This design comes from an exercise in tuning for a short achievable clock period and few clock cycles on the open sky130 flow, not from production work. Function was checked by simulation only, so behaviour that the tests miss may differ from the original. Power is estimated from default activity; no workload was simulated.

==> 05-12: inputs <==
## Uniciclo
module Uniciclo (
    input  logic        clockCPU,
    input  logic        reset,
    input  logic [4:0]  RegIn,
    output logic [31:0] PC,
    input  logic [31:0] Instr,
    output logic [31:0] MemAddr, MemWrData,
    output logic        MemWrEn,
    input  logic [31:0] MemRdData,
    output logic [31:0] RegOut
    );
export LEC_CHECK = 0
export CAP_MARGIN = 20
export CORE_MARGIN = 2
export CORE_UTILIZATION = 33
export PLACE_DENSITY = 0.42
export SETUP_SLACK_MARGIN = 0.6
export SLEW_MARGIN = 20
create_clock -name core_clock -period 10.0 [get_ports {clockCPU}]
standard.sh (not shown) runs the stock make flow with config.mk's settings and CLKGATE_MAP_FILE= SYNTH_SCRIPT=/design/flow/synth_recipe.tcl, a recipe that flattens the netlist after the stock synthesis.
==> flow/flow/run.sh <==
#!/bin/bash
# Layout flow: the standard ORFS flow (standard.sh) with these changes:
#  - synthesis leaves adders to ABC instead of mapping full/half-adder cells,
#    and ABC maps with a shorter script (flow/abc_speed.script: choices,
#    then delay-oriented mapping and sizing);
#  - a few slow cells (4-input ORs, 4-input muxes, majority gates, ...) are
#    not used (a222oi, which comes in one size only, too);
#  - after placement, the flip-flops that drive output ports are moved next
#    to the ports' buffers (flow/move_out_ffs.tcl, log in move_out_ffs.log).
# Each tool's output stays in its ORFS log under orfs/logs; make's output
# goes to flow_make.log.
set -euo pipefail
MARGIN=6.8
SLOW=""
for c in or4_1 or4_2 or4_4 or4b_1 or4b_2 or4b_4 or4bb_1 or4bb_2 or4bb_4 \
         or3_1 or3_2 or3_4 or3b_1 or3b_2 or3b_4 mux4_1 mux4_2 mux4_4 \
         nor4b_1 nor4b_2 nor4b_4 nor4bb_1 nor4bb_2 nor4bb_4 \
         a2111o_1 a2111o_2 a2111o_4 o2111a_1 o2111a_2 o2111a_4 o41a_1 o41a_2 o41a_4 \
         maj3_1 maj3_2 maj3_4 a222oi_1; do
    SLOW="$SLOW sky130_fd_sc_hd__$c"
done
PLAT=$(make -s -C "$FLOW_HOME" DESIGN_CONFIG="$FLOW_CONFIG" WORK_HOME="$(pwd)/orfs" \
       print-DONT_USE_CELLS 2>/dev/null | sed -n 's/^DONT_USE_CELLS: //p')
echo "platform dont-use: $PLAT" > dont_use.log
[ -n "$PLAT" ]
DU="$PLAT$SLOW"
# ORFS's scripts, with our ABC script
rm -rf scripts_abc
cp -r "$FLOW_HOME/scripts" scripts_abc
cp flow/abc_speed.script scripts_abc/abc_speed.script
SD="$(pwd)/scripts_abc"
sed -E "s|SETUP_SLACK_MARGIN=[^ ]+|SETUP_SLACK_MARGIN=${MARGIN} ADDER_MAP_FILE= SCRIPTS_DIR=${SD} 'DONT_USE_CELLS=${DU}'|" standard.sh > std_custom.sh
grep -q "SETUP_SLACK_MARGIN=${MARGIN}" std_custom.sh
# placement, then the output flip-flops moved next to their ports' buffers,
# then the rest of the flow from clock tree synthesis on
bash std_custom.sh place > flow_make.log 2>&1
PLACED=$(ls orfs/results/*/*/*/3_place.odb)
ODB="$PLACED" openroad -no_init -exit flow/move_out_ffs.tcl > move_out_ffs.log 2>&1
grep -q "moved" move_out_ffs.log
bash std_custom.sh >> flow_make.log 2>&1
==> flow/flow/move_out_ffs.tcl <==
# Moves each flip-flop that drives an output port's buffer (and nothing else)
# next to that buffer, which placement put by the port, then legalizes.
# Reads and rewrites the placed design given in ODB.
set pdir $::env(FLOW_HOME)/platforms/sky130hd
read_lef $pdir/lef/sky130_fd_sc_hd.tlef
read_lef $pdir/lef/sky130_fd_sc_hd_merged.lef
read_db $::env(ODB)

proc drv_inst {net} {
  foreach it [$net getITerms] {
    if {[$it isOutputSignal]} { return [$it getInst] }
  }
  return ""
}

set block [ord::get_db_block]
set moved 0
foreach bt [$block getBTerms] {
  if {[$bt getIoType] ne "OUTPUT"} continue
  set buf [drv_inst [$bt getNet]]
  if {$buf eq ""} continue
  set inet ""
  foreach it [$buf getITerms] {
    if {[$it isInputSignal]} { set inet [$it getNet] }
  }
  if {$inet eq ""} continue
  set ff [drv_inst $inet]
  if {$ff eq ""} continue
  if {![string match "*__df*" [[$ff getMaster] getName]]} continue
  if {[llength [$inet getITerms]] > 2} continue
  set loc [$buf getLocation]
  $ff setLocation [lindex $loc 0] [lindex $loc 1]
  incr moved
}
puts "moved $moved flip-flops next to their output buffers"
detailed_placement
check_placement
write_db $::env(ODB)
Other scripts of this flow, unchanged in this note and not shown: flow/flow/abc_speed.script
==> 03-16: changes against 05-12 <==
--- a/flow/design.v
+++ b/flow/design.v
@@ -534,14 +534,15 @@
 module Registers (
     input  wire         iCLK, iRST,
     input  wire         iRegWrite,
     input  wire  [4:0]  iWriteRegister,
     input  wire  [31:0] iWriteData,
     input  wire  [31:0] iReadSel1, iReadSel2,    
     output wire  [31:0] oReadData1, oReadData2,
+    input  wire  [31:0] iReadSelB,               
     output wire  [11:0] oReadBase,               
     output wire  [31:0] oOk,                     
     input  wire         iWrite0, iWrite1,        
     output wire  [31:0] oIs0, oIs1,              
     input  wire  [4:0]  iRegDispSelect,          
     output reg   [31:0] oRegDisp                 
     );
@@ -607,15 +608,15 @@
         assign vals12[12*gi +: 12] = rf[gi][11:0];
     end
 endgenerate
 wire [31:0] ok_all = {rf_ok, 1'b1};     
 wire [31:0] disp;
 PortaLeitura #(32) porta1 (.iSel(iReadSel1), .iVals(vals), .iOk(ok_all), .oData(oReadData1));
 PortaLeitura #(32) porta2 (.iSel(iReadSel2), .iVals(vals), .iOk(ok_all), .oData(oReadData2));
-PortaDados   #(12) portaB (.iSel(iReadSel1), .iVals(vals12), .oData(oReadBase));
+PortaDados   #(12) portaB (.iSel(iReadSelB), .iVals(vals12), .oData(oReadBase));
 assign oOk = ok_all;
 PortaLeitura #(32) portaD (.iSel(32'b1 << iRegDispSelect), .iVals(vals), .iOk(ok_all), .oData(disp));
 always @(posedge iCLK)
     oRegDisp <= disp;
 always @(posedge iCLK)
 begin
     if (iRegWrite)
@@ -917,22 +918,24 @@
 wire [31:0] d_rf1, d_rf2;
 wire [31:0] rf_is0, rf_is1;             
 reg         d_is0_1, d_is1_1, d_is0_2, d_is1_2;    
 wire        m_res0 = (m_res == 32'd0);
 wire        m_res1 = (m_res == 32'd1);
 wire        m_wb0  = m_load ? (MemRdData == 32'd0) : m_res0;
 wire        m_wb1  = m_load ? (MemRdData == 32'd1) : m_res1;
-wire [11:0] d_rfb;
+wire [11:0] n_rfb;                      
+reg  [11:0] d_rfb;                      
 wire [31:0] rf_okv;                     
 reg         d_ok1;                      
 Registers bancoReg (
     .iCLK(clockCPU), .iRST(reset),
     .iRegWrite(m_wen), .iWriteRegister(m_rd), .iWriteData(m_wb),
     .iReadSel1(d_oh1), .iReadSel2(d_oh2),
-    .oReadData1(d_rf1), .oReadData2(d_rf2), .oReadBase(d_rfb), .oOk(rf_okv),
+    .oReadData1(d_rf1), .oReadData2(d_rf2), .iReadSelB(32'b1 << n_rs1), .oReadBase(n_rfb),
+    .oOk(rf_okv),
     .iWrite0(m_wb0), .iWrite1(m_wb1),
     .oIs0(rf_is0), .oIs1(rf_is1),
     .iRegDispSelect(RegIn), .oRegDisp(RegOut)
 );
 wire        s1_e  = d_e1;
 wire        s1_m  = ~d_e1 & d_m1;
 wire        s1_rf = ~d_e1 & ~d_m1;
@@ -1034,14 +1037,15 @@
     d_m1 <= e_fwd_ok & (e_rd == n_rs1);
     d_m2 <= e_fwd_ok & (e_rd == n_rs2);
 end
 always @(posedge clockCPU)
 begin
     d_oh1   <= 32'b1 << n_rs1;
     d_ok1   <= rf_okv[n_rs1] | n_m1;       
+    d_rfb   <= n_m1 ? m_wb[11:0] : n_rfb;
     d_oh2   <= 32'b1 << n_rs2;
     d_is0_1 <= n_m1 ? m_wb0 : rf_is0[n_rs1];
     d_is1_1 <= n_m1 ? m_wb1 : rf_is1[n_rs1];
     d_is0_2 <= n_m2 ? m_wb0 : rf_is0[n_rs2];
     d_is1_2 <= n_m2 ? m_wb1 : rf_is1[n_rs2];
 end
 always @(posedge clockCPU)
--- a/flow/flow/move_out_ffs.tcl
+++ b/flow/flow/move_out_ffs.tcl
@@ -1,9 +1,10 @@
 # Moves each flip-flop that drives an output port's buffer (and nothing else)
-# next to that buffer, which placement put by the port, then legalizes.
+# next to that buffer, which placement put by the port (MemAddr's half way
+# only), then legalizes.
 # Reads and rewrites the placed design given in ODB.
 set pdir $::env(FLOW_HOME)/platforms/sky130hd
 read_lef $pdir/lef/sky130_fd_sc_hd.tlef
 read_lef $pdir/lef/sky130_fd_sc_hd_merged.lef
 read_db $::env(ODB)
 
 proc drv_inst {net} {
@@ -25,14 +26,21 @@
   }
   if {$inet eq ""} continue
   set ff [drv_inst $inet]
   if {$ff eq ""} continue
   if {![string match "*__df*" [[$ff getMaster] getName]]} continue
   if {[llength [$inet getITerms]] > 2} continue
   set loc [$buf getLocation]
-  $ff setLocation [lindex $loc 0] [lindex $loc 1]
+  if {[string match "MemAddr*" [$bt getName]]} {
+    # MemAddr's go half way only: their inputs come from a long path too
+    set f [$ff getLocation]
+    $ff setLocation [expr {([lindex $loc 0] + [lindex $f 0]) / 2}] \
+                    [expr {([lindex $loc 1] + [lindex $f 1]) / 2}]
+  } else {
+    $ff setLocation [lindex $loc 0] [lindex $loc 1]
+  }
   incr moved
 }
 puts "moved $moved flip-flops next to their output buffers"
 detailed_placement
 check_placement
 write_db $::env(ODB)
==> comparison <==
In 03-16 the sequential power is higher than in 05-12, by about 1%. Against 05-12, the synthesized cell count of 03-16 is higher by 4.3%. Between 03-16 and 05-12, the lower die area is in 05-12 (gap 2.7%, measured against 05-12). Clock-buffer cell count: 03-16 is higher than 05-12 (12). Against 05-12, the sequential share of layout area of 03-16 is lower by 1.2 points.
==> figures <==
Simple-gate share of the synthesized area: 05-12 12.0%; 03-16 12.0%
Async S/R FF share, synth: 05-12 5.52%; 03-16 5.49%
Length in cells of the worst reg-to-reg path: 05-12 13; 03-16 8
Part of the total power dissipated in sequential elements: 05-12 42.2%; 03-16 42.5%
Data arrival time at the worst-slack endpoint: 05-12 4.37 ns; 03-16 4.31 ns
Combined global-route utilization of all metal layers: 05-12 40.2%; 03-16 43.4%
Endpoint required time on the critical path: 05-12 10.74 ns; 03-16 10.83 ns
Worst-case headroom to the max-slew limit: 05-12 12.1%; 03-16 11.3%
Outcome: 05-12 complete, no violations; 03-16 complete, no violations
Die ar.: 05-12 307000 um2; 03-16 315000 um2
N_diodes: 05-12 38; 03-16 82
Chip Width: 05-12 554 um; 03-16 561 um
Testbench counts of 05-12, summed over its fixed seeds: cycles 89,603.
Testbench counts of 03-16, summed over its fixed seeds: cycles 89,603.

-- static timing again, ports no longer ideal --
How much do the figures lean on ideal ports? The routed layouts below were timed once more, with nothing changed but the port constraints.
Step 1: set_driving_cell puts a clkbuf_16 on clockCPU and a buf_2 on each other input, an assumption about the parent block.
Step 2 adds t to the input delays and takes it off the output delays; t is the mean of the earliest and latest rising clock arrival at the registers after step 1. Input paths then give back, and output paths get back, about the clock's delay inside the block.
Three values: no drivers, after step 1, after step 2; two values: the first two.
run | shift t [ns] | setup WS [ns] | latest minus earliest clock arrival (ns)
05-12 | 1.033 | 6.379 / 6.379 / 5.513 | 0.079 / 0.080
03-16 | 1.053 | 6.517 / 6.448 / 5.497 | 0.080 / 0.080
After both steps setup and hold are still met in every run listed. For 03-16, which loses most, drivers alone change the setup slack by -0.069 ns; drivers and shift together by -1.020 ns.
